Background: an optimization exercise with open tools, aiming at a short achievable clock period and few clock cycles. Do not read the settings as production practice.
At most, simulation tests tie the RTL to the original design; equivalence was not proved.
Only the layout flow was run in run 1; the RTL was not checked for function there.
No activity file was given, so power comes from the tool's default toggle rates.

==> flow/design.v <==
`timescale 1ns / 1ps
module reg_file (
    input  wire        clk,
    input  wire        rst,
    input  wire [4:0]  rs1,
    input  wire [4:0]  rs2,
    input  wire        we,
    input  wire [4:0]  rd,
    input  wire [31:0] din,
    output wire [31:0] d1,
    output wire [31:0] d2
);
    reg [31:0] regs [1:31];
    integer i;
    always @(posedge clk or negedge rst) begin
        if (!rst) begin
            for (i = 1; i < 32; i = i + 1) regs[i] <= 32'd0;
        end else if (we && rd != 5'd0) begin
            regs[rd] <= din;
        end
    end
    wire [31:0] r1 = (rs1 == 5'd0) ? 32'd0 : regs[rs1];
    wire [31:0] r2 = (rs2 == 5'd0) ? 32'd0 : regs[rs2];
    wire byp1 = we && (rd != 5'd0) && (rd == rs1);
    wire byp2 = we && (rd != 5'd0) && (rd == rs2);
    assign d1 = byp1 ? din : r1;
    assign d2 = byp2 ? din : r2;
endmodule
`timescale 1ns / 1ps
module SynCPU(
    dm_load,
    dm_addr,
    dm_store,
    im_addr,
    im_inst,
    dm_ctl,
    mem_req,
    mem_we,
    mem_re,
    trace_valid,
    trace_pc,
    trace_inst,
    trace_rd,
    trace_rd_data,
    clk,
    rst,
    dm_ack,
    im_ack
);
input               clk, rst, dm_ack, im_ack;
input  wire [31:0]  im_inst, dm_load;
output wire [31:0]  dm_addr, dm_store, im_addr;
output wire [3:0]   dm_ctl;
output wire         trace_valid;
output wire [31:0]  trace_pc;
output wire [31:0]  trace_inst;
output wire [4:0]   trace_rd;
output wire [31:0]  trace_rd_data;
output wire         mem_req;
output wire         mem_we;
output wire         mem_re;
localparam OP_LOAD  = 5'b00000;
localparam OP_OPIMM = 5'b00100;
localparam OP_AUIPC = 5'b00101;
localparam OP_STORE = 5'b01000;
localparam OP_OP    = 5'b01100;
localparam OP_LUI   = 5'b01101;
localparam OP_BR    = 5'b11000;
localparam OP_JALR  = 5'b11001;
localparam OP_JAL   = 5'b11011;
reg  [31:0] pc_q;
reg         v_id;
reg  [31:0] inst_id, pc_id;
reg         v_ex;
reg  [31:0] inst_ex, pc_ex;
reg  [31:0] a_ex, b_ex, sd_ex, cst_ex;
reg         fa_ma, fa_wb, fb_ma, fb_wb, fs_ma, fs_wb;
reg         add_ex, sub_ex, sll_ex, srl_ex, sra_ex, slt_ex, sltu_ex, xor_ex, or_ex, and_ex, cst_sel_ex;
reg         br_ex, jalr_ex, load_ex, store_ex, rdw_ex, pred_ex;
reg         v_ma;
reg  [31:0] inst_ma, pc_ma, res_ma, sd_ma;
reg  [3:0]  be_ma;
reg         we_ma, re_ma, rdw_ma, load_ma;
reg         v_wb;
reg  [31:0] inst_wb, pc_wb, res_wb;
reg  [4:0]  rd_wb;
wire mem_stall = (we_ma | re_ma) & ~dm_ack;
wire lu_stall;
wire ex_redirect;
wire [31:0] ex_tgt;
wire [4:0] opc_id = inst_id[6:2];
wire [2:0] f3_id  = inst_id[14:12];
wire       f7_id  = inst_id[30];
wire [4:0] rd_id  = inst_id[11:7];
wire [4:0] rs1_id = inst_id[19:15];
wire [4:0] rs2_id = inst_id[24:20];
wire id_load  = (opc_id == OP_LOAD);
wire id_opimm = (opc_id == OP_OPIMM);
wire id_auipc = (opc_id == OP_AUIPC);
wire id_store = (opc_id == OP_STORE);
wire id_op    = (opc_id == OP_OP);
wire id_lui   = (opc_id == OP_LUI);
wire id_br    = (opc_id == OP_BR);
wire id_jalr  = (opc_id == OP_JALR);
wire id_jal   = (opc_id == OP_JAL);
wire id_alu   = id_op | id_opimm;
wire id_use1 = id_load | id_opimm | id_store | id_op | id_br | id_jalr;
wire id_use2 = id_store | id_op | id_br;
wire id_rdw  = id_load | id_opimm | id_auipc | id_op | id_lui | id_jalr | id_jal;
wire [31:0] imm_i = {{20{inst_id[31]}}, inst_id[31:20]};
wire [31:0] imm_s = {{20{inst_id[31]}}, inst_id[31:25], inst_id[11:7]};
wire [31:0] imm_b = {{19{inst_id[31]}}, inst_id[31], inst_id[7], inst_id[30:25], inst_id[11:8], 1'b0};
wire [31:0] imm_u = {inst_id[31:12], 12'b0};
wire [31:0] imm_j = {{11{inst_id[31]}}, inst_id[31], inst_id[19:12], inst_id[20], inst_id[30:21], 1'b0};
wire [31:0] pcimm  = id_jal ? imm_j : (id_br ? imm_b : imm_u);
wire [31:0] tsum   = pc_id + pcimm;    
wire [31:0] pc4_id = pc_id + 32'd4;
wire pred_id = v_id & (id_jal | (id_br & inst_id[31]));
wire [31:0] rf_d1, rf_d2;
wire        rf_we = v_wb & (rd_wb != 5'd0);
reg_file RF(
    .clk (clk),
    .rst (rst),
    .rs1 (rs1_id),
    .rs2 (rs2_id),
    .we  (rf_we),
    .rd  (rd_wb),
    .din (res_wb),
    .d1  (rf_d1),
    .d2  (rf_d2)
);
wire [4:0] rd_ex = inst_ex[11:7];
wire [4:0] rd_ma = inst_ma[11:7];
wire prod_ex = v_ex & rdw_ex & (rd_ex != 5'd0);
wire prod_ma = v_ma & rdw_ma & (rd_ma != 5'd0);
wire m1_ex = prod_ex & (rd_ex == rs1_id);
wire m2_ex = prod_ex & (rd_ex == rs2_id);
wire m1_ma = prod_ma & (rd_ma == rs1_id);
wire m2_ma = prod_ma & (rd_ma == rs2_id);
assign lu_stall = v_id & load_ex & ((id_use1 & m1_ex) | (id_use2 & m2_ex));
assign im_addr = pc_q;
always @(posedge clk or negedge rst) begin
    if (!rst) begin
        pc_q <= 32'd0;
        v_id <= 1'b0;
    end else if (!mem_stall) begin
        if (ex_redirect) begin
            pc_q <= ex_tgt;
            v_id <= 1'b0;
        end else if (!lu_stall) begin
            if (pred_id)
                pc_q <= tsum;
            else if (im_ack)
                pc_q <= pc_q + 32'd4;
            v_id <= im_ack & ~pred_id;
        end
    end
end
always @(posedge clk) begin
    if (!mem_stall && !lu_stall) begin
        inst_id <= im_inst;
        pc_id   <= pc_q;
    end
end
always @(posedge clk or negedge rst) begin
    if (!rst)
        v_ex <= 1'b0;
    else if (!mem_stall)
        v_ex <= v_id & ~lu_stall & ~ex_redirect;
end
always @(posedge clk) begin
    if (!mem_stall) begin
        inst_ex  <= inst_id;
        pc_ex    <= pc_id;
        a_ex     <= rf_d1;
        b_ex     <= (id_op | id_br) ? rf_d2 : (id_store ? imm_s : imm_i);
        sd_ex    <= rf_d2;
        cst_ex   <= id_lui ? imm_u : (id_auipc ? tsum : (id_br ? (pred_id ? pc4_id : tsum) : pc4_id));
        fa_ma    <= id_use1 & m1_ex;
        fa_wb    <= id_use1 & ~m1_ex & m1_ma;
        fb_ma    <= (id_op | id_br) & m2_ex;
        fb_wb    <= (id_op | id_br) & ~m2_ex & m2_ma;
        fs_ma    <= id_store & m2_ex;
        fs_wb    <= id_store & ~m2_ex & m2_ma;
        add_ex   <= (id_op & f3_id == 3'b000 & ~f7_id) | (id_opimm & f3_id == 3'b000) | id_load | id_store;
        sub_ex   <= id_op & f3_id == 3'b000 & f7_id;
        sll_ex   <= id_alu & f3_id == 3'b001;
        slt_ex   <= id_alu & f3_id == 3'b010;
        sltu_ex  <= id_alu & f3_id == 3'b011;
        xor_ex   <= id_alu & f3_id == 3'b100;
        srl_ex   <= id_alu & f3_id == 3'b101 & ~f7_id;
        sra_ex   <= id_alu & f3_id == 3'b101 & f7_id;
        or_ex    <= id_alu & f3_id == 3'b110;
        and_ex   <= id_alu & f3_id == 3'b111;
        cst_sel_ex <= id_lui | id_auipc | id_jal | id_jalr;
        br_ex    <= id_br;
        jalr_ex  <= id_jalr;
        load_ex  <= id_load;
        store_ex <= id_store;
        rdw_ex   <= id_rdw;
        pred_ex  <= pred_id;
    end
end
wire [31:0] A  = fa_ma ? res_ma : (fa_wb ? res_wb : a_ex);
wire [31:0] B  = fb_ma ? res_ma : (fb_wb ? res_wb : b_ex);
wire [31:0] SD = fs_ma ? res_ma : (fs_wb ? res_wb : sd_ex);
wire [31:0] sum = A + B;
wire [31:0] dif = A - B;
wire        lt  = $signed(A) < $signed(B);
wire        ltu = A < B;
wire        eq  = (A == B);
wire [31:0] shl = A << B[4:0];
wire [31:0] shr = A >> B[4:0];
wire [31:0] sra = $signed(A) >>> B[4:0];
wire [31:0] res =
      ({32{add_ex}}  & sum)
    | ({32{sub_ex}}  & dif)
    | ({32{sll_ex}}  & shl)
    | ({32{srl_ex}}  & shr)
    | ({32{sra_ex}}  & sra)
    | {31'd0, (slt_ex & lt) | (sltu_ex & ltu)}
    | ({32{xor_ex}}  & (A ^ B))
    | ({32{or_ex}}   & (A | B))
    | ({32{and_ex}}  & (A & B))
    | ({32{cst_sel_ex}} & cst_ex);
wire [2:0] f3_ex = inst_ex[14:12];
reg taken;
always @(*) begin
    case (f3_ex)
        3'b000:  taken = eq;
        3'b001:  taken = ~eq;
        3'b100:  taken = lt;
        3'b101:  taken = ~lt;
        3'b110:  taken = ltu;
        default: taken = ~ltu;
    endcase
end
assign ex_redirect = v_ex & (jalr_ex | (br_ex & (taken ^ pred_ex)));
assign ex_tgt      = jalr_ex ? {sum[31:1], 1'b0} : cst_ex;
wire [1:0] lane = sum[1:0];
reg  [3:0] be_raw;
always @(*) begin
    case (f3_ex[1:0])
        2'b00:   be_raw = 4'b0001;
        2'b01:   be_raw = 4'b0011;
        default: be_raw = 4'b1111;
    endcase
end
always @(posedge clk or negedge rst) begin
    if (!rst) begin
        v_ma  <= 1'b0;
        we_ma <= 1'b0;
        re_ma <= 1'b0;
    end else if (!mem_stall) begin
        v_ma  <= v_ex;
        we_ma <= v_ex & store_ex;
        re_ma <= v_ex & load_ex;
    end
end
always @(posedge clk) begin
    if (!mem_stall) begin
        inst_ma <= inst_ex;
        pc_ma   <= pc_ex;
        res_ma  <= res;
        sd_ma   <= SD << {lane, 3'b000};
        be_ma   <= store_ex ? (be_raw << lane) : (load_ex ? 4'b1000 : 4'b0000);
        rdw_ma  <= rdw_ex;
        load_ma <= load_ex;
    end
end
assign dm_addr  = res_ma;
assign dm_store = sd_ma;
assign dm_ctl   = be_ma;
assign mem_we   = we_ma;
assign mem_re   = re_ma;
assign mem_req  = we_ma | re_ma;
wire [2:0]  f3_ma = inst_ma[14:12];
wire [31:0] ld_sh = dm_load >> {res_ma[1:0], 3'b000};
reg  [31:0] ld_val;
always @(*) begin
    case (f3_ma)
        3'b000:  ld_val = {{24{ld_sh[7]}}, ld_sh[7:0]};
        3'b001:  ld_val = {{16{ld_sh[15]}}, ld_sh[15:0]};
        3'b100:  ld_val = {24'd0, ld_sh[7:0]};
        3'b101:  ld_val = {16'd0, ld_sh[15:0]};
        default: ld_val = ld_sh;
    endcase
end
always @(posedge clk or negedge rst) begin
    if (!rst)
        v_wb <= 1'b0;
    else
        v_wb <= v_ma & ~mem_stall;
end
always @(posedge clk) begin
    if (!mem_stall) begin
        inst_wb <= inst_ma;
        pc_wb   <= pc_ma;
        res_wb  <= rdw_ma ? (load_ma ? ld_val : res_ma) : 32'd0;
        rd_wb   <= rdw_ma ? rd_ma : 5'd0;
    end
end
assign trace_valid   = v_wb;
assign trace_pc      = pc_wb;
assign trace_inst    = inst_wb;
assign trace_rd      = rd_wb;
assign trace_rd_data = res_wb;
endmodule
==> flow/run.sh <==
#!/bin/bash
# synth_recipe.tcl (not shown) runs the flow's synth.tcl, then flattens the netlist and writes it again
# the make line also repeats each setting of config.mk as NAME=value (left out here)
make -C /OpenROAD-flow-scripts/flow DESIGN_CONFIG=/design/flow/config.mk WORK_HOME=/design/flow/orfs CLKGATE_MAP_FILE= SYNTH_SCRIPT=/design/flow/synth_recipe.tcl finish
==> flow/config.mk <==
export PLATFORM = sky130hd
export DESIGN_NAME = SynCPU
export DESIGN_NICKNAME = SynCPU
export VERILOG_FILES = /design/flow/design.v
export SDC_FILE = /design/flow/constraint.sdc
export NUM_CORES = 4
export LEC_CHECK = 0
export ABC_CLOCK_PERIOD_IN_PS = 2000
export CAP_MARGIN = 20
export CORE_MARGIN = 2
export CORE_UTILIZATION = 30
export SETUP_SLACK_MARGIN = 5
export SLEW_MARGIN = 20
==> flow/constraint.sdc <==
create_clock -name core_clock -period 11.0 [get_ports {clk}]
set_input_delay 2.2000 -clock core_clock [delete_from_list [all_inputs] [get_ports {clk}]]
set_output_delay 2.2000 -clock core_clock [all_outputs]
set_load 0.01 [all_outputs]
==> results_dict.tcl, run 1 <==
set metrics [dict create \
    synth-edff-count 514 \
    grt_pass1_wl_mm 558.8 \
    leakage_uw 0.04017 \
    ys_warn_count 3 \
    viasPerCell 6.401 \
    reg2reg_from "fa_wb" \
    path_cells "buf_4 > mux2i_1 > o21ai_1 > inv_1 > ha_1 > and4_1 > nand4_1 > o2111ai_1 > a211oi_1 > o41ai_1 > a31oi_1 > a221oi_1 > nor2_1 > or3_1" \
    critPathRequiredTime_ns 11.58 \
    clock-root-buffer "clkbuf_16" \
    min_period_over_period 0.5228 \
    clk_pin_slew_ns 0.07 \
    setup.worst_path.end "res_ma[29]" \
    rr_worst_depth 14 \
    hpwlAfterDp_mm 257.0 \
    gp_congestion 1.045 \
    tns_ns 0 \
    ant_nets 0 \
    post-route-drc-count 0 \
    top_layer "met5" \
    period_minus_slack_ns 5.750 \
    outcome "finished clean" \
    cts_tree "built" \
    post-cts-setup-buffers 0 \
    dr.pass1.iters 13 \
    p_per_area_mw_per_mm2 297.8 \
    htreeDepth 4 \
    ys_seq_area_frac 0.4955 \
    synth.top_cell.area_share 0.3099 \
    end_kind "flop" \
    dp_worst_setup_slack_ns 5.165 \
    r2r_end "res_ma[29]" \
    dieWidth_um 530.5 \
    path_depth 14 \
    via_count 72390 \
    ios 273 \
    slew_headroom 0.1019 \
    synth_fp_nets 7631 \
    insertion_delay_ns 0.88 \
    cp-start-kind "flop" \
    drt-initial-drc-count 12700 \
    setup_slack_ns 5.250 \
    grt_pass1_vias 68940 \
    drv_slew 0 \
    wirelength_mm 409.6 \
    antenna_found_initial 33 \
    area_growth_pct 16.25 \
    grt_max_degree 191 \
    clockBufferDepth 3 \
    dieArea_sq_mm 0.2814 \
    ys_types 102 \
    finalSetupViolCount 0 \
    wl_met2_mm 170.6 \
    num_rows 193 \
    layout-drive-gt1-share 0.2372 \
    finalHoldViolations 0 \
    port_buffers 272 \
    path_class "reg -> reg" \
    synth_top_area_cell "dfrtp_1" \
    ir_drop_mv 0.1716 \
    ys_seq_elements 1544 \
    critPathTopFamily "compound AO/OA/AOI/OAI gates" \
    start_util 0.3013 \
    wl_met3_mm 54.94 \
    synth_area_sq_mm 0.08316 \
    worst-path-buf-inv 2 \
    critPathArrivalTime_ns 6.33 \
    drt-met1-wl_mm 150.7 \
    drv_cap 0 \
    rrSetupSlack_ns 5.25 \
    finalClockSkew_ns 0.06877 \
    die_y_um 530.5 \
    worstMarginPinSlew_ns 1.344 \
    post_drt_wl_per_cell_um 36.23 \
    worstPathMaxFanout 32 \
    holdBufCountCts 0 \
    grt_util_all_layers 0.2804 \
    nFillCells 27170 \
    grt-ovfl-total 0 \
    clkSinkCount 1544 \
    slowest_delay_ns 0.81 \
    max_freq_mhz 173.9 \
    yosys-top-cells-count "mux2_2 (1098), dfrtp_1 (1030), clkbuf_1 (539)" \
    rsz0062_at_grt "no" \
    ys.flop_type "dfrtp_1" \
    synth_cells 7431 \
    synth_area_leaders "dfrtp_1 (31%), edfxtp_1 (19%), mux2_2 (15%)" \
    ctsResizeCount 0 \
    fp.coreArea_sq_mm 0.2760 \
    synthArstFlopShare 0.6671 \
    regArea_sq_mm 0.04121 \
    hold_path_class "reg -> reg" \
    fin_nets 7647 \
    critPathSlowestCell "o41ai_1" \
    crit_start "fa_wb" \
    cts-buffers-inserted 168 \
    avgSynthCellArea_sq_um 11.19 \
    multi_input_area_sq_mm 0.03964 \
    synth.most_common_cell "mux2_2" \
]
==> power by group <==
part	switching (uW)	internal, uW
clock network	2590	3490
registers	1610	7910
logic	9020	4170
total	13200	15600
==> cells by family after synthesis <==
kind of cell | Yosys count | synth area share
compound gates | 2043 | 0.1758
flops | 1544 | 0.4955
simple gates | 1440 | 0.07981
mux | 1320 | 0.1755
buf+inv | 807 | 0.03769
xor+xnor | 145 | 0.01545
fa+ha+maj | 132 | 0.02013
==> layout by cell type, fill, tap and decap left out, drive strengths merged, types with 22 or more instances in the layout <==
cell	Yosys	final
o22ai	26	26
o21a	68	68
o21ai	269	269
nand4	175	175
a21oi	382	382
nor2b	34	34
a22oi	486	486
ha	129	129
mux2	1098	1098
nor4	36	36
o211ai	44	44
edfxtp	514	514
nand2	509	509
inv	125	127
dfrtp	1030	1030
xnor2	87	87
a222oi	64	64
buf	141	254
a22o	193	193
xor2	57	57
nand3	124	124
a211oi	41	41
o31ai	54	54
clkinv	2	53
a31oi	22	22
a21o	33	33
a221oi	209	209
nor3	76	76
nor2	369	369
clkbuf	539	222
mux2i	221	221
clkdlybuf4s50	0	271
nand2b	24	24
==> worst min-delay path by stage <==
| stage | start | end | slack, ns | cells after the start |
|---|---|---|---|---|
| finish | inst_ma[16] | inst_wb[16] | 0.41 | 0 |
| global route | pc_ex[9] | pc_ma[9] | 0.42 | 0 |
| CTS | inst_ma[16] | inst_wb[16] | 0.41 | 0 |
| detailed placement | inst_id[0] | inst_ex[0] | 0.40 | 0 |
| global placement | pc_ma[5] | pc_wb[5] | 0.40 | 0 |
| floorplan | inst_id[0] | inst_ex[0] | 0.40 | 0 |
==> per-layer routing <==
layer,vias up,GRT usage
met3,1821,0.1012
met1,36270,0.3469
li1,28340,-
met5,-,0.001709
met2,5935,0.4105
met4,20,0.1811
==> per-stage QoR <==
| step | cells | utilization | cell area [sq um] | hold slack [ns] | total power (uW) |
|---|---|---|---|---|---|
| CTS | 11280 | 0.3493 | 96400 | 0.4068 | 28230 |
| finish | 11310 | 0.3503 | 96680 | 0.4101 | 28790 |
| floorplan | 7431 | - | 83240 | 0.4003 | 16420 |
| global placement | 10970 | 0.3280 | 90520 | 0.4003 | 22170 |
| global route | 11290 | 0.3501 | 96640 | 0.4236 | 29580 |
| detailed placement | 10970 | 0.3280 | 90530 | 0.4045 | 22170 |
==> cell type report <==
cell class | instances | share of cell area
multi-input cells | 5080 | 0.4100
well taps | 3705 | 0.04795
repair buffers | 526 | 0.04950
diodes | 19 | 0.0004918
clock inverters | 86 | 0.01208
inverters | 127 | 0.004970
flip-flops and latches | 1544 | 0.4263
clock buffers | 221 | 0.04870
==> state kept, by name (all words and copies together) (netlist names), 4 cells and up <==
signal / cells
sd_ex: 32
res_wb: 32
pc_q: 32
inst_wb: 32
pc_ex: 32
b_ex: 32
inst_ma: 32
sd_ma: 32
be_ma: 4
a_ex: 32
res_ma: 32
pc_wb: 32
inst_ex: 32
RF.regs: 992
rd_wb: 5
inst_id: 32
pc_ma: 32
cst_ex: 32
pc_id: 32
==> inputs of run 2 (changes only) <==
--- a/flow/design.v
+++ b/flow/design.v
@@ -72,4 +72,7 @@
 reg         v_id;
 reg  [31:0] inst_id, pc_id;
+reg         bhit_id, bpred_id;
+reg  [29:0] ptgt_id;
+reg  [1:0]  bctr_id;
 reg         v_ex;
 reg  [31:0] inst_ex, pc_ex;
@@ -78,4 +81,9 @@
 reg         add_ex, sub_ex, sll_ex, srl_ex, sra_ex, slt_ex, sltu_ex, xor_ex, or_ex, and_ex, cst_sel_ex;
 reg         br_ex, jalr_ex, load_ex, store_ex, rdw_ex, pred_ex;
+reg         jal_ex, other_ex, bpred_ex, jpred_ex, bhit_ex;
+reg  [29:0] ptgt_ex;
+reg         bad_ma;
+reg  [1:0]  bctr_ex;
+reg  [31:0] bt_ex, e0_ex, e1_ex;
 reg         v_ma;
 reg  [31:0] inst_ma, pc_ma, res_ma, sd_ma;
@@ -85,5 +93,5 @@
 reg  [31:0] inst_wb, pc_wb, res_wb;
 reg  [4:0]  rd_wb;
-wire mem_stall = (we_ma | re_ma) & ~dm_ack;
+wire rep = ((we_ma | re_ma) & ~dm_ack) | bad_ma;
 wire lu_stall;
 wire ex_redirect;
@@ -116,5 +124,8 @@
 wire [31:0] tsum   = pc_id + pcimm;    
 wire [31:0] pc4_id = pc_id + 32'd4;
-wire pred_id = v_id & (id_jal | (id_br & inst_id[31]));
+wire id_redirect = v_id & ((id_jal & ~bpred_id) | (id_br & inst_id[31] & ~bhit_id));
+wire pred_id = bpred_id | id_jal | (id_br & inst_id[31] & ~bhit_id);
+wire [31:0] e0_id = {ptgt_id, 2'b00} - imm_i;
+wire [31:0] e1_id = {ptgt_id, 2'b01} - imm_i;
 wire [31:0] rf_d1, rf_d2;
 wire        rf_we = v_wb & (rd_wb != 5'd0);
@@ -140,25 +151,43 @@
 assign lu_stall = v_id & load_ex & ((id_use1 & m1_ex) | (id_use2 & m2_ex));
 assign im_addr = pc_q;
+reg         bt_v   [0:31];
+reg  [11:0] bt_tag [0:31];
+reg  [29:0] bt_tgt [0:31];
+reg  [1:0]  bt_ctr [0:31];
+reg         bt_unc [0:31];
+wire [4:0]  b_idx  = pc_q[6:2];
+wire        b_hit  = bt_v[b_idx] & (bt_tag[b_idx] == pc_q[18:7]);
+wire        b_pred = b_hit & (bt_unc[b_idx] | bt_ctr[b_idx][1]);
+wire [29:0] b_tgt  = bt_tgt[b_idx];
+wire [1:0]  b_ctr  = bt_ctr[b_idx];
+wire [31:0] if_next = b_pred ? {b_tgt, 2'b00} : pc_q + 32'd4;
 always @(posedge clk or negedge rst) begin
     if (!rst) begin
         pc_q <= 32'd0;
         v_id <= 1'b0;
-    end else if (!mem_stall) begin
-        if (ex_redirect) begin
+    end else begin
+        if (rep) begin
+            pc_q <= pc_ma;
+            v_id <= 1'b0;
+        end else if (ex_redirect) begin
             pc_q <= ex_tgt;
             v_id <= 1'b0;
         end else if (!lu_stall) begin
-            if (pred_id)
+            if (id_redirect)
                 pc_q <= tsum;
             else if (im_ack)
-                pc_q <= pc_q + 32'd4;
-            v_id <= im_ack & ~pred_id;
+                pc_q <= if_next;
+            v_id <= im_ack & ~id_redirect;
         end
     end
 end
 always @(posedge clk) begin
-    if (!mem_stall && !lu_stall) begin
-        inst_id <= im_inst;
-        pc_id   <= pc_q;
+    if (!lu_stall) begin
+        inst_id  <= im_inst;
+        pc_id    <= pc_q;
+        bhit_id  <= b_hit;
+        bpred_id <= b_pred;
+        ptgt_id  <= b_tgt;
+        bctr_id  <= b_ctr;
     end
 end
@@ -166,9 +195,9 @@
     if (!rst)
         v_ex <= 1'b0;
-    else if (!mem_stall)
-        v_ex <= v_id & ~lu_stall & ~ex_redirect;
+    else
+        v_ex <= v_id & ~lu_stall & ~ex_redirect & ~rep;
 end
 always @(posedge clk) begin
-    if (!mem_stall) begin
+    begin
         inst_ex  <= inst_id;
         pc_ex    <= pc_id;
@@ -200,4 +229,14 @@
         rdw_ex   <= id_rdw;
         pred_ex  <= pred_id;
+        jal_ex   <= id_jal;
+        other_ex <= ~(id_jal | id_br | id_jalr);
+        bpred_ex <= bpred_id;
+        ptgt_ex  <= ptgt_id;
+        jpred_ex <= bpred_id & id_jalr;
+        bhit_ex  <= bhit_id;
+        bctr_ex  <= bctr_id;
+        bt_ex    <= tsum;
+        e0_ex    <= e0_id;
+        e1_ex    <= e1_id;
     end
 end
@@ -236,6 +275,52 @@
     endcase
 end
-assign ex_redirect = v_ex & (jalr_ex | (br_ex & (taken ^ pred_ex)));
+wire jalr_ok = jpred_ex & ((A == e0_ex) | (A == e1_ex));
+assign ex_redirect = v_ex & ((jalr_ex & ~jalr_ok) | (br_ex & (taken ^ pred_ex)));
 assign ex_tgt      = jalr_ex ? {sum[31:1], 1'b0} : cst_ex;
+wire bad_ex = bpred_ex & (other_ex | ((jal_ex | br_ex) & ({ptgt_ex, 2'b00} != bt_ex)));
+wire [1:0]  ctr_inc = (bhit_ex & bctr_ex != 2'b11) ? bctr_ex + 2'd1 : (bhit_ex ? 2'b11 : 2'b10);
+wire [1:0]  ctr_dec = (bctr_ex != 2'b00) ? bctr_ex - 2'd1 : 2'b00;
+reg         u_inv, u_set, u_ctr_we, u_unc;
+reg  [4:0]  u_idx;
+reg  [11:0] u_tag;
+reg  [29:0] u_tgt;
+reg  [1:0]  u_ctr;
+always @(posedge clk or negedge rst) begin
+    if (!rst) begin
+        u_inv    <= 1'b0;
+        u_set    <= 1'b0;
+        u_ctr_we <= 1'b0;
+    end else begin
+        u_inv    <= v_ex & bad_ex;
+        u_set    <= v_ex & ~bad_ex & (jal_ex | jalr_ex | (br_ex & taken));
+        u_ctr_we <= v_ex & ~bad_ex & (jal_ex | jalr_ex | (br_ex & (taken | bhit_ex)));
+    end
+end
+always @(posedge clk) begin
+    u_idx <= pc_ex[6:2];
+    u_tag <= pc_ex[18:7];
+    u_tgt <= jalr_ex ? sum[31:2] : bt_ex[31:2];
+    u_unc <= ~br_ex;
+    u_ctr <= ~br_ex ? 2'b11 : (taken ? ctr_inc : ctr_dec);
+end
+integer k;
+always @(posedge clk or negedge rst) begin
+    if (!rst) begin
+        for (k = 0; k < 32; k = k + 1) bt_v[k] <= 1'b0;
+    end else if (u_inv) begin
+        bt_v[u_idx] <= 1'b0;
+    end else if (u_set) begin
+        bt_v[u_idx] <= 1'b1;
+    end
+end
+always @(posedge clk) begin
+    if (u_set) begin
+        bt_tag[u_idx] <= u_tag;
+        bt_tgt[u_idx] <= u_tgt;
+        bt_unc[u_idx] <= u_unc;
+    end
+    if (u_ctr_we)
+        bt_ctr[u_idx] <= u_ctr;
+end
 wire [1:0] lane = sum[1:0];
 reg  [3:0] be_raw;
@@ -250,14 +335,16 @@
     if (!rst) begin
         v_ma  <= 1'b0;
+        bad_ma <= 1'b0;
         we_ma <= 1'b0;
         re_ma <= 1'b0;
-    end else if (!mem_stall) begin
-        v_ma  <= v_ex;
-        we_ma <= v_ex & store_ex;
-        re_ma <= v_ex & load_ex;
+    end else begin
+        v_ma  <= v_ex & ~rep;
+        we_ma <= v_ex & ~bad_ex & store_ex & ~rep;
+        re_ma <= v_ex & ~bad_ex & load_ex & ~rep;
+        bad_ma <= v_ex & bad_ex & ~rep;
     end
 end
 always @(posedge clk) begin
-    if (!mem_stall) begin
+    begin
         inst_ma <= inst_ex;
         pc_ma   <= pc_ex;
@@ -291,8 +378,8 @@
         v_wb <= 1'b0;
     else
-        v_wb <= v_ma & ~mem_stall;
+        v_wb <= v_ma & ~rep;
 end
 always @(posedge clk) begin
-    if (!mem_stall) begin
+    begin
         inst_wb <= inst_ma;
         pc_wb   <= pc_ma;
--- a/flow/config.mk
+++ b/flow/config.mk
@@ -9,5 +9,5 @@
 export CAP_MARGIN = 20
 export CORE_MARGIN = 2
-export CORE_UTILIZATION = 30
+export CORE_UTILIZATION = 45
 export SETUP_SLACK_MARGIN = 5
 export SLEW_MARGIN = 20
==> results_dict.tcl, run 2 <==
set metrics [dict create \
    clkSinkCount 3217 \
    finalHoldViolations 0 \
    dieArea_sq_mm 0.3247 \
    ys_seq_elements 3217 \
    via_count 107300 \
    final_area_sq_mm 0.1644 \
    synthArstFlopShare 0.3314 \
    critPathRequiredTime_ns 11.85 \
    nFillCells 26600 \
    seq_power_share 0.436 \
    ys_warn_count 4 \
    switching_share 0.3174 \
    slowest_delay_ns 0.51 \
    grt_util_all_layers 0.3659 \
    regArea_sq_mm 0.08518 \
    synth.most_common_cell "edfxtp_1" \
    hold_path_class "reg -> reg" \
    reg2reg_from "fb_wb" \
    reg_top3 "RF.regs (992), bt_tgt (960), bt_tag (384)" \
    ys.flop_type "edfxtp_1" \
    setup_slack_ns 5.063 \
    switchingPower_uw 11240 \
    multi_input_area_sq_mm 0.05592 \
    synth_fp_nets 11080 \
    grt_max_degree 161 \
    synth_cells 10840 \
    rr_worst_depth 18 \
    grt_pass1_vias 102900 \
    num_rows 207 \
    clock-root-buffer "clkbuf_16" \
    drv_cap 0 \
    crit_start "fb_wb" \
    yosys-top-cells-count "edfxtp_1 (1538), mux2_2 (1068), dfrtp_1 (1066)" \
    tns_ns 0 \
    critPathSlowestCell "buf_4" \
    dieWidth_um 569.8 \
    postPlaceCellArea_sq_mm 0.1523 \
    insertion_delay_ns 0.97 \
    power_frac_comb 0.219 \
    ant_nets 0 \
    cellInternalPower_uw 24170 \
    rsz0062_at_grt "no" \
    area_growth_pct 14.15 \
    outcome "finished clean" \
    final_cell_mix "edfxtp_1 (1538), mux2_2 (1068), dfrtp_1 (1059)" \
    htreeDepth 5 \
    antenna_found_initial 44 \
    layout-drive-gt1-share 0.2320 \
    post-route-drc-count 0 \
    grt_pass1_wl_mm 832.9 \
    synth.top_cell.area_share 0.3206 \
    finalSetupViolCount 0 \
    layoutNonFillerInstCount 15450 \
    path_depth 18 \
    critPathMostFrequentCell "buf_4" \
    largest_reg_flops 992 \
    dr.pass1.iters 12 \
    ys_types 91 \
    viasPerCell 6.947 \
    dp_worst_setup_slack_ns 3.974 \
    max_freq_mhz 168.4 \
    clockBufferDepth 4 \
    leakage_uw 0.06363 \
    p_clk_frac 0.345 \
    synth_area_leaders "edfxtp_1 (32%), dfrtp_1 (19%), dfxtp_1 (8.5%)" \
    fin_nets 11190 \
    start_util 0.4526 \
    clk_pin_slew_ns 0.06 \
    worstPathMaxFanout 67 \
    synth_area_sq_mm 0.1441 \
    finalClockSkew_ns 0.08024 \
    ir_drop_mv 0.1950 \
    min_period_over_period 0.5397 \
    largest-register "RF.regs" \
    cts_tree "built" \
    period_minus_slack_ns 5.937 \
    ios 273 \
    critPathTopFamily "compound AO/OA/AOI/OAI gates" \
    cp-start-kind "flop" \
    worstMarginPinSlew_ns 1.287 \
    wirelength_mm 606.8 \
    gp_congestion 1.045 \
    post_drt_wl_per_cell_um 39.29 \
    worst-path-buf-inv 4 \
    critPathArrivalTime_ns 6.79 \
    ys_seq_area_frac 0.5910 \
    fp.coreArea_sq_mm 0.3183 \
    hold_depth 0 \
    p_per_area_mw_per_mm2 215.3 \
    hpwlAfterDp_mm 376.7 \
    holdCritStartpoint "inst_ma[28]" \
    slew_headroom 0.1356 \
    path_cells "buf_4 > mux2i_1 > o21a_2 > buf_4 > inv_1 > buf_4 > ha_1 > o21ai_0 > o21ai_0 > nand4_1 > a311oi_1 > o32a_1 > a21bo_2 > a21oi_1 > xnor2_1 > nand2_1 > a21oi_1 > o32a_1" \
    mostFrequentLayoutCell "edfxtp_1" \
    path_class "reg -> reg" \
    grt-ovfl-total 0 \
    cts-buffers-inserted 345 \
    port_buffers 272 \
    synth-edff-count 1538 \
    end_kind "flop" \
    avgSynthCellArea_sq_um 13.29 \
    drv_slew 0 \
    dpl.cell_count 14780 \
    synth_top_area_cell "edfxtp_1" \
    drt-initial-drc-count 18830 \
    holdWs_ns 0.3201 \
    die_y_um 569.8 \
]
[run 2: kinds of logic after synthesis]
group                    synth area share
AO/OA/AOI/OAI                      0.1217
multiplexers                       0.1635
flip-flops                         0.5910
adder cells (fa/ha/maj)           0.01532
AND/OR/NAND/NOR                   0.06194
buffers and inverters             0.02813
XOR/XNOR                          0.01848
[run 2: routing by layer]
layer,track usage,up-vias,part of all wire
met5,0.002380,-,0.00057
met4,0.2158,33,0.076
met3,0.1102,2340,0.12
met2,0.5300,8327,0.42
met1,0.4848,54650,0.38
li1,-,41960,-
[run 2: metrics by stage]
step	utilization	total power [uW]
floorplan	-	19530
global placement	0.4783	23170
detailed placement	0.4785	23260
CTS	0.5158	35300
global route	0.5165	36320
finish	0.5166	35410
[run 2: power by group through the flow]
stage,clock [uW],sequential (uW),combinational (uW)
2_1_floorplan,0,15100,4380
6_report,12200,15400,7770
3_5_place_dp,0,15600,7640
3_3_place_gp,0,15600,7580
4_1_cts,12300,15400,7660
5_1_grt,12700,15500,8130
[run 2: timing repair]
| item | in CTS | in global routing |
|---|---|---|
| setup buffers | 2 | 3 |
| pin swaps | 1 | 2 |
| hold buffers | 0 | 0 |
| setup endpoints to repair | 41 | 38 |
| gates resized for setup | 10 | 16 |
[run 2: layout make-up]
| class | instances | area share |
|---|---|---|
| tap | 4180 | 0.03181 |
| clock inverter | 147 | 0.01053 |
| clock buffer | 491 | 0.06130 |
| timing repair buffer | 621 | 0.03356 |
| multi-input combinational | 6577 | 0.3401 |
| sequential | 3217 | 0.5180 |
| inverter | 189 | 0.004360 |
| antenna | 25 | 0.0003804 |
[run 2: path summary, 6_finish.rpt]
check	endpoint	slack, ns
setup / recovery	pc_q[28]	5.06
hold / removal	inst_wb[28]	0.32
setup reg to reg	pc_q[28]	5.06
hold reg to reg	inst_wb[28]	0.32
max in group asynchronous	RF.regs[2][22]	7.35
min in group asynchronous	pc_q[31]	1.21
Testbench counts of run 2, summed over its fixed seeds: cycles 30,304.
==> inputs of run 3 (changes only) <==
--- a/flow/design.v
+++ b/flow/design.v
@@ -12,14 +12,18 @@
 );
     reg [31:0] regs [1:31];
-    integer i;
+    reg [31:1] valid;
     always @(posedge clk or negedge rst) begin
-        if (!rst) begin
-            for (i = 1; i < 32; i = i + 1) regs[i] <= 32'd0;
-        end else if (we && rd != 5'd0) begin
+        if (!rst)
+            valid <= 31'd0;
+        else if (we && rd != 5'd0)
+            valid[rd] <= 1'b1;
+    end
+    always @(posedge clk) begin
+        if (we && rd != 5'd0)
             regs[rd] <= din;
-        end
     end
-    wire [31:0] r1 = (rs1 == 5'd0) ? 32'd0 : regs[rs1];
-    wire [31:0] r2 = (rs2 == 5'd0) ? 32'd0 : regs[rs2];
+    wire [31:0] vfull = {valid, 1'b0};
+    wire [31:0] r1 = (rs1 == 5'd0) ? 32'd0 : (regs[rs1] & {32{vfull[rs1]}});
+    wire [31:0] r2 = (rs2 == 5'd0) ? 32'd0 : (regs[rs2] & {32{vfull[rs2]}});
     wire byp1 = we && (rd != 5'd0) && (rd == rs1);
     wire byp2 = we && (rd != 5'd0) && (rd == rs2);
@@ -82,4 +86,5 @@
 reg         br_ex, jalr_ex, load_ex, store_ex, rdw_ex, pred_ex;
 reg         jal_ex, other_ex, bpred_ex, jpred_ex, bhit_ex;
+reg         r_eq, r_ne, r_lt, r_ge, r_ltu, r_geu, r_jn, r_jp;
 reg  [29:0] ptgt_ex;
 reg         bad_ma;
@@ -90,10 +95,16 @@
 reg  [3:0]  be_ma;
 reg         we_ma, re_ma, rdw_ma, load_ma;
+reg  [3:0]  ls0, sg;
+reg         ls1_l1, ls1_l3, ls1_ex, hi_raw, alu_sel;
 reg         v_wb;
 reg  [31:0] inst_wb, pc_wb, res_wb;
 reg  [4:0]  rd_wb;
-wire rep = ((we_ma | re_ma) & ~dm_ack) | bad_ma;
+wire fail_ma = ((we_ma | re_ma) & ~dm_ack) | bad_ma;
+reg  rep_q;      
+reg  fr_q;       
+wire rep = rep_q;
 wire lu_stall;
 wire ex_redirect;
+wire id_go;        
 wire [31:0] ex_tgt;
 wire [4:0] opc_id = inst_id[6:2];
@@ -150,4 +161,5 @@
 wire m2_ma = prod_ma & (rd_ma == rs2_id);
 assign lu_stall = v_id & load_ex & ((id_use1 & m1_ex) | (id_use2 & m2_ex));
+assign id_go    = v_id & ~lu_stall & ~ex_redirect & ~rep;
 assign im_addr = pc_q;
 reg         bt_v   [0:31];
@@ -167,14 +179,17 @@
         v_id <= 1'b0;
     end else begin
-        if (rep) begin
-            pc_q <= pc_ma;
+        if (rep_q) begin
+            pc_q <= pc_wb;
             v_id <= 1'b0;
         end else if (ex_redirect) begin
             pc_q <= ex_tgt;
             v_id <= 1'b0;
+        end else if (fr_q) begin
+            pc_q <= pc_id;
+            v_id <= 1'b0;
         end else if (!lu_stall) begin
             if (id_redirect)
                 pc_q <= tsum;
-            else if (im_ack)
+            else
                 pc_q <= if_next;
             v_id <= im_ack & ~id_redirect;
@@ -182,4 +197,13 @@
     end
 end
+always @(posedge clk or negedge rst) begin
+    if (!rst) begin
+        fr_q  <= 1'b0;
+        rep_q <= 1'b0;
+    end else begin
+        fr_q  <= ~im_ack & ~rep_q & ~ex_redirect & ~fr_q & ~lu_stall & ~id_redirect;
+        rep_q <= v_ma & fail_ma & ~rep_q;
+    end
+end
 always @(posedge clk) begin
     if (!lu_stall) begin
@@ -196,5 +220,26 @@
         v_ex <= 1'b0;
     else
-        v_ex <= v_id & ~lu_stall & ~ex_redirect & ~rep;
+        v_ex <= id_go;
+end
+always @(posedge clk or negedge rst) begin
+    if (!rst) begin
+        r_eq  <= 1'b0;
+        r_ne  <= 1'b0;
+        r_lt  <= 1'b0;
+        r_ge  <= 1'b0;
+        r_ltu <= 1'b0;
+        r_geu <= 1'b0;
+        r_jn  <= 1'b0;
+        r_jp  <= 1'b0;
+    end else begin
+        r_eq  <= id_go & id_br & ((f3_id == 3'b000 & ~pred_id) | (f3_id == 3'b001 &  pred_id));
+        r_ne  <= id_go & id_br & ((f3_id == 3'b000 &  pred_id) | (f3_id == 3'b001 & ~pred_id));
+        r_lt  <= id_go & id_br & ((f3_id == 3'b100 & ~pred_id) | (f3_id == 3'b101 &  pred_id));
+        r_ge  <= id_go & id_br & ((f3_id == 3'b100 &  pred_id) | (f3_id == 3'b101 & ~pred_id));
+        r_ltu <= id_go & id_br & ((f3_id == 3'b110 & ~pred_id) | (f3_id == 3'b111 &  pred_id));
+        r_geu <= id_go & id_br & ((f3_id == 3'b110 &  pred_id) | (f3_id == 3'b111 & ~pred_id));
+        r_jn  <= id_go & id_jalr & ~bpred_id;
+        r_jp  <= id_go & id_jalr &  bpred_id;
+    end
 end
 always @(posedge clk) begin
@@ -275,6 +320,6 @@
     endcase
 end
-wire jalr_ok = jpred_ex & ((A == e0_ex) | (A == e1_ex));
-assign ex_redirect = v_ex & ((jalr_ex & ~jalr_ok) | (br_ex & (taken ^ pred_ex)));
+assign ex_redirect = (r_eq & eq) | (r_ne & ~eq) | (r_lt & lt) | (r_ge & ~lt) | (r_ltu & ltu) | (r_geu & ~ltu)
+                   | r_jn | (r_jp & ~((A == e0_ex) | (A == e1_ex)));
 assign ex_tgt      = jalr_ex ? {sum[31:1], 1'b0} : cst_ex;
 wire bad_ex = bpred_ex & (other_ex | ((jal_ex | br_ex) & ({ptgt_ex, 2'b00} != bt_ex)));
@@ -336,4 +381,11 @@
         v_ma  <= 1'b0;
         bad_ma <= 1'b0;
+        ls0    <= 4'b0000;
+        ls1_l1 <= 1'b0;
+        ls1_l3 <= 1'b0;
+        ls1_ex <= 1'b0;
+        hi_raw <= 1'b0;
+        sg     <= 4'b0000;
+        alu_sel <= 1'b0;
         we_ma <= 1'b0;
         re_ma <= 1'b0;
@@ -343,4 +395,11 @@
         re_ma <= v_ex & ~bad_ex & load_ex & ~rep;
         bad_ma <= v_ex & bad_ex & ~rep;
+        ls0    <= {4{v_ex & load_ex & ~rep}} & (4'b0001 << lane);
+        ls1_l1 <= (f3_ex[1] | (f3_ex[0] & ~lane[1]));
+        ls1_l3 <= f3_ex[0] & lane[1];
+        ls1_ex <= ~f3_ex[1] & ~f3_ex[0];
+        hi_raw <= f3_ex[1];
+        sg     <= f3_ex[2] ? 4'b0000 : (f3_ex[1] ? 4'b0000 : (f3_ex[0] ? (4'b0010 << lane) : (4'b0001 << lane)));
+        alu_sel <= rdw_ex & ~load_ex;
     end
 end
@@ -359,24 +418,19 @@
 assign dm_store = sd_ma;
 assign dm_ctl   = be_ma;
-assign mem_we   = we_ma;
-assign mem_re   = re_ma;
-assign mem_req  = we_ma | re_ma;
-wire [2:0]  f3_ma = inst_ma[14:12];
-wire [31:0] ld_sh = dm_load >> {res_ma[1:0], 3'b000};
-reg  [31:0] ld_val;
-always @(*) begin
-    case (f3_ma)
-        3'b000:  ld_val = {{24{ld_sh[7]}}, ld_sh[7:0]};
-        3'b001:  ld_val = {{16{ld_sh[15]}}, ld_sh[15:0]};
-        3'b100:  ld_val = {24'd0, ld_sh[7:0]};
-        3'b101:  ld_val = {16'd0, ld_sh[15:0]};
-        default: ld_val = ld_sh;
-    endcase
-end
+assign mem_we   = we_ma & ~rep_q;
+assign mem_re   = re_ma & ~rep_q;
+assign mem_req  = (we_ma | re_ma) & ~rep_q;
+wire        ld_is = |ls0;
+wire        ld_ext = |(sg & {dm_load[31], dm_load[23], dm_load[15], dm_load[7]});
+wire [7:0]  ld_b0 = ({8{ls0[0]}} & dm_load[7:0])   | ({8{ls0[1]}} & dm_load[15:8])
+                  | ({8{ls0[2]}} & dm_load[23:16]) | ({8{ls0[3]}} & dm_load[31:24]);
+wire [7:0]  ld_b1 = ({8{ls1_l1}} & dm_load[15:8]) | ({8{ls1_l3}} & dm_load[31:24]) | ({8{ls1_ex & ld_ext}});
+wire [15:0] ld_hi = ({16{hi_raw}} & dm_load[31:16]) | {16{~hi_raw & ld_ext}};
+wire [31:0] ld_val = {ld_hi & {16{ld_is}}, ld_b1 & {8{ld_is}}, ld_b0};
 always @(posedge clk or negedge rst) begin
     if (!rst)
         v_wb <= 1'b0;
     else
-        v_wb <= v_ma & ~rep;
+        v_wb <= v_ma & ~fail_ma & ~rep_q;
 end
 always @(posedge clk) begin
@@ -384,5 +438,5 @@
         inst_wb <= inst_ma;
         pc_wb   <= pc_ma;
-        res_wb  <= rdw_ma ? (load_ma ? ld_val : res_ma) : 32'd0;
+        res_wb  <= ld_val | ({32{alu_sel}} & res_ma);
         rd_wb   <= rdw_ma ? rd_ma : 5'd0;
     end
==> flow/flow/run.sh (new file) <==
#!/bin/bash
set -euo pipefail
bash standard.sh SETUP_SLACK_MARGIN=7.5 finish > flow_make.log 2>&1
==> flow/standard.sh (new file) <==
#!/bin/bash
# synth_recipe.tcl (not shown) runs the flow's synth.tcl, then flattens the netlist and writes it again
# the make line also repeats each setting of config.mk as NAME=value (left out here)
make -C /OpenROAD-flow-scripts/flow DESIGN_CONFIG=/design/flow/config.mk WORK_HOME=/design/flow/orfs CLKGATE_MAP_FILE= SYNTH_SCRIPT=/design/flow/synth_recipe.tcl "${@:-finish}"
--- a/flow/config.mk
+++ b/flow/config.mk
@@ -10,4 +10,3 @@
 export CORE_MARGIN = 2
 export CORE_UTILIZATION = 45
-export SETUP_SLACK_MARGIN = 5
 export SLEW_MARGIN = 20
removed: flow/run.sh
==> results_dict.tcl, run 3 <==
set metrics [dict create \
    cp-start-kind "flop" \
    clkSinkCount 3278 \
    reg2reg_from "fa_wb" \
    critPathSlowestCell "or3_4" \
    synth_area_leaders "edfxtp_1 (53%), mux4_2 (15%), dfxtp_1 (8.6%)" \
    die_y_um 570.9 \
    post-route-drc-count 0 \
    critPathArrivalTime_ns 5.56 \
    largest_reg_flops 992 \
    finalClockSkew_ns 0.06116 \
    holdWs_ns 0.3085 \
    wirelength_mm 583.2 \
    reg_top3 "RF.regs (992), bt_tgt (960), bt_tag (384)" \
    setup_slack_ns 6.308 \
    grt_use_met3 0.08660 \
    insertion_delay_ns 0.96 \
    clockBufferDepth 4 \
    finalHoldViolations 0 \
    mostFrequentLayoutCell "edfxtp_1" \
    drt-initial-drc-count 13740 \
    setup.worst_path.end "pc_q[8]" \
    dp_worst_setup_slack_ns 4.000 \
    ys_seq_area_frac 0.6333 \
    post-route-util 0.5532 \
    fp.coreArea_sq_mm 0.3204 \
    clk_pin_slew_ns 0.06 \
    dieWidth_um 570.9 \
    path_depth 17 \
    port_buffers 272 \
    layout-drive-gt1-share 0.3476 \
    ys_types 103 \
    critPathTopFamily "simple AND/OR/NAND/NOR gates" \
    nFillCells 25230 \
    gp_congestion 0.9788 \
    finalSetupViolCount 0 \
    drv_slew 0 \
    period_minus_slack_ns 4.692 \
    rr_worst_depth 17 \
    via_count 95680 \
    dieArea_sq_mm 0.3260 \
    tns_ns 0 \
    cts-buffers-inserted 351 \
    outcome "finished clean" \
    start_util 0.4515 \
    postPlaceCellArea_sq_mm 0.1530 \
    ys_warn_count 3 \
    r2r_end "pc_q[8]" \
    crit_start "fa_wb" \
    grt-busiest-layer "met2" \
    use_met2 0.5344 \
    min_period_over_period 0.4265 \
    synth.most_common_cell "edfxtp_1" \
    post_drt_wl_per_cell_um 39.37 \
    largest-register "RF.regs" \
    synthArstFlopShare 0.03905 \
    slew_headroom 0.1656 \
    ios 273 \
    area_growth_pct 22.54 \
    htreeDepth 5 \
    ys.flop_type "edfxtp_1" \
    max_freq_mhz 213.1 \
    antenna_found_initial 54 \
    num_rows 208 \
    grt_max_degree 92 \
    synth_fp_nets 9489 \
    holdBufCountCts 0 \
    rsz0062_at_grt "yes" \
    drv_cap 0 \
    rrSetupSlack_ns 6.31 \
    avgSynthCellArea_sq_um 15.66 \
    grt_util_all_layers 0.3549 \
    worst-path-buf-inv 3 \
    fin_nets 10430 \
    synth_top_area_cell "edfxtp_1" \
    viasPerCell 6.459 \
    worstMarginPinSlew_ns 1.252 \
    cts_tree "built" \
    synth_area_sq_mm 0.1446 \
    end_kind "flop" \
    synth.top_cell.area_share 0.5253 \
    use_met1 0.4741 \
    hold_path_class "reg -> reg" \
    final_cell_mix "edfxtp_1 (2530), mux4_2 (993), nand2_1 (609), buf_4 (609), dfxtp_1 (448)" \
    ant_nets 0 \
    ys_seq_elements 3278 \
    path_cells "buf_12 > mux2_4 > mux2i_4 > ha_4 > or3_4 > nand3b_1 > nor4_4 > mux2_4 > a311o_1 > a211oi_2 > o2111ai_4 > buf_12 > nor3_4 > buf_6 > nor2b_4 > o211ai_1 > nand2_1" \
    grt_pass1_wl_mm 791.4 \
    yosys-top-cells-count "edfxtp_1 (2530), mux4_2 (993), nand2_1 (641)" \
    hpwlAfterDp_mm 342.2 \
    slowest_delay_ns 0.41 \
    grt_pass1_vias 93530 \
    final_area_sq_mm 0.1772 \
    synth-edff-count 2530 \
    critPathRequiredTime_ns 11.87 \
    clock-root-buffer "clkbuf_16" \
    p_per_area_mw_per_mm2 219.9 \
    dr.pass1.iters 6 \
    worstPathMaxFanout 11 \
    path_class "reg -> reg" \
    grt-ovfl-total 0 \
    leakage_uw 0.06151 \
    synth_cells 9238 \
    ir_drop_mv 0.1756 \
]
run 3: timing repair:
item	in CTS	in global routing
pin swaps	158	97
cloned	52	1
resized for setup	2089	295
endpoints found under the setup margin	684	413
hold endpoints to repair	0	0
buffers inserted	535	101
run 3: layout make-up:
| type | count | area [sq um] | share of cell area |
|---|---|---|---|
| Tap cell | 4305 | 5386 | 0.03039 |
| Timing Repair Buffer | 1163 | 12680 | 0.07157 |
| Multi-Input combinational cell | 5167 | 54520 | 0.3077 |
| Clock inverter | 162 | 1574 | 0.008881 |
| Clock buffer | 488 | 9861 | 0.05564 |
| Timing Repair inverter | 7 | 62.56 | 0.0003530 |
| Antenna cell | 36 | 90.09 | 0.0005083 |
| Sequential cell | 3278 | 92130 | 0.5198 |
| Inverter | 206 | 918.4 | 0.005182 |
run 3: report_power, final:
part,leakage (uW),switching [uW],total (uW),internal (uW)
Combinational,0.0261,6000,10400,4390
Sequential,0.0298,1730,16700,15000
Clock,0.00558,5080,11800,6750
run 3: worst min-delay path by stage:
| stage | start | end | depth (start not counted) |
|---|---|---|---|
| after floorplan | inst_ex[0] | inst_ma[0] | 0 |
| after global placement | inst_ma[17] | inst_wb[17] | 0 |
| after detailed placement | inst_ex[31] | inst_ma[31] | 0 |
| after CTS | inst_ex[17] | inst_ma[17] | 0 |
| after global routing | inst_ex[17] | inst_ma[17] | 0 |
| final | inst_ex[17] | inst_ma[17] | 0 |
run 3: cell families after synthesis:
group,Yosys count,synth area share
simple gates,1672,0.05236
buf+inv,799,0.02262
xor+xnor,301,0.01823
mux,1421,0.1855
flops,3278,0.6333
compound gates,1584,0.07200
fa+ha+maj,183,0.01604
run 3: routing by layer:
metal	share of wire	vias to the layer above	wire length, um
li1	-	38370	-
met1	0.38	50030	223400
met2	0.45	5918	260300
met3	0.10	1339	61050
met4	0.066	20	38260
met5	0.00020	-	117
run 3: metrics by stage:
step	total power, uW	std cells
after floorplan	21050	9238
after global placement	25070	13440
after detailed placement	25120	13440
after CTS	38390	14670
after global routing	39940	14790
final	38980	14810
Testbench counts of run 3, summed over its fixed seeds: cycles 30,304.

[afterwards: timing with drivers on the ports]
How much do the figures lean on ideal ports? The routed layouts below were timed once more, with nothing changed but the port constraints. Step 1 (the two cells are an assumption about what drives the block):
set clk [get_ports {clk}]
set_driving_cell -lib_cell sky130_fd_sc_hd__clkbuf_16 $clk
set_driving_cell -lib_cell sky130_fd_sc_hd__buf_2 [delete_from_list [all_inputs] $clk]
Step 2, shift: input delay + t, output delay - t, t = (earliest + latest rising clock arrival at the registers) / 2. This alone moves slack from input paths to output paths. Three values: ideal, step 1, step 2; two values: the first two.
| run | shift t [ns] | slack for setup (ns) | hold WS [ns] |
|---|---|---|---|
| run 1 | 0.945 | 5.250 / 5.250 / 5.250 | 0.410 / 0.410 / 0.410 |
| run 2 | 1.028 | 5.063 / 5.063 / 5.063 | 0.320 / 0.320 / 0.320 |
| run 3 | 1.030 | 6.308 / 6.308 / 6.308 | 0.308 / 0.308 / 0.308 |
After both steps setup and hold are still met in every run listed.
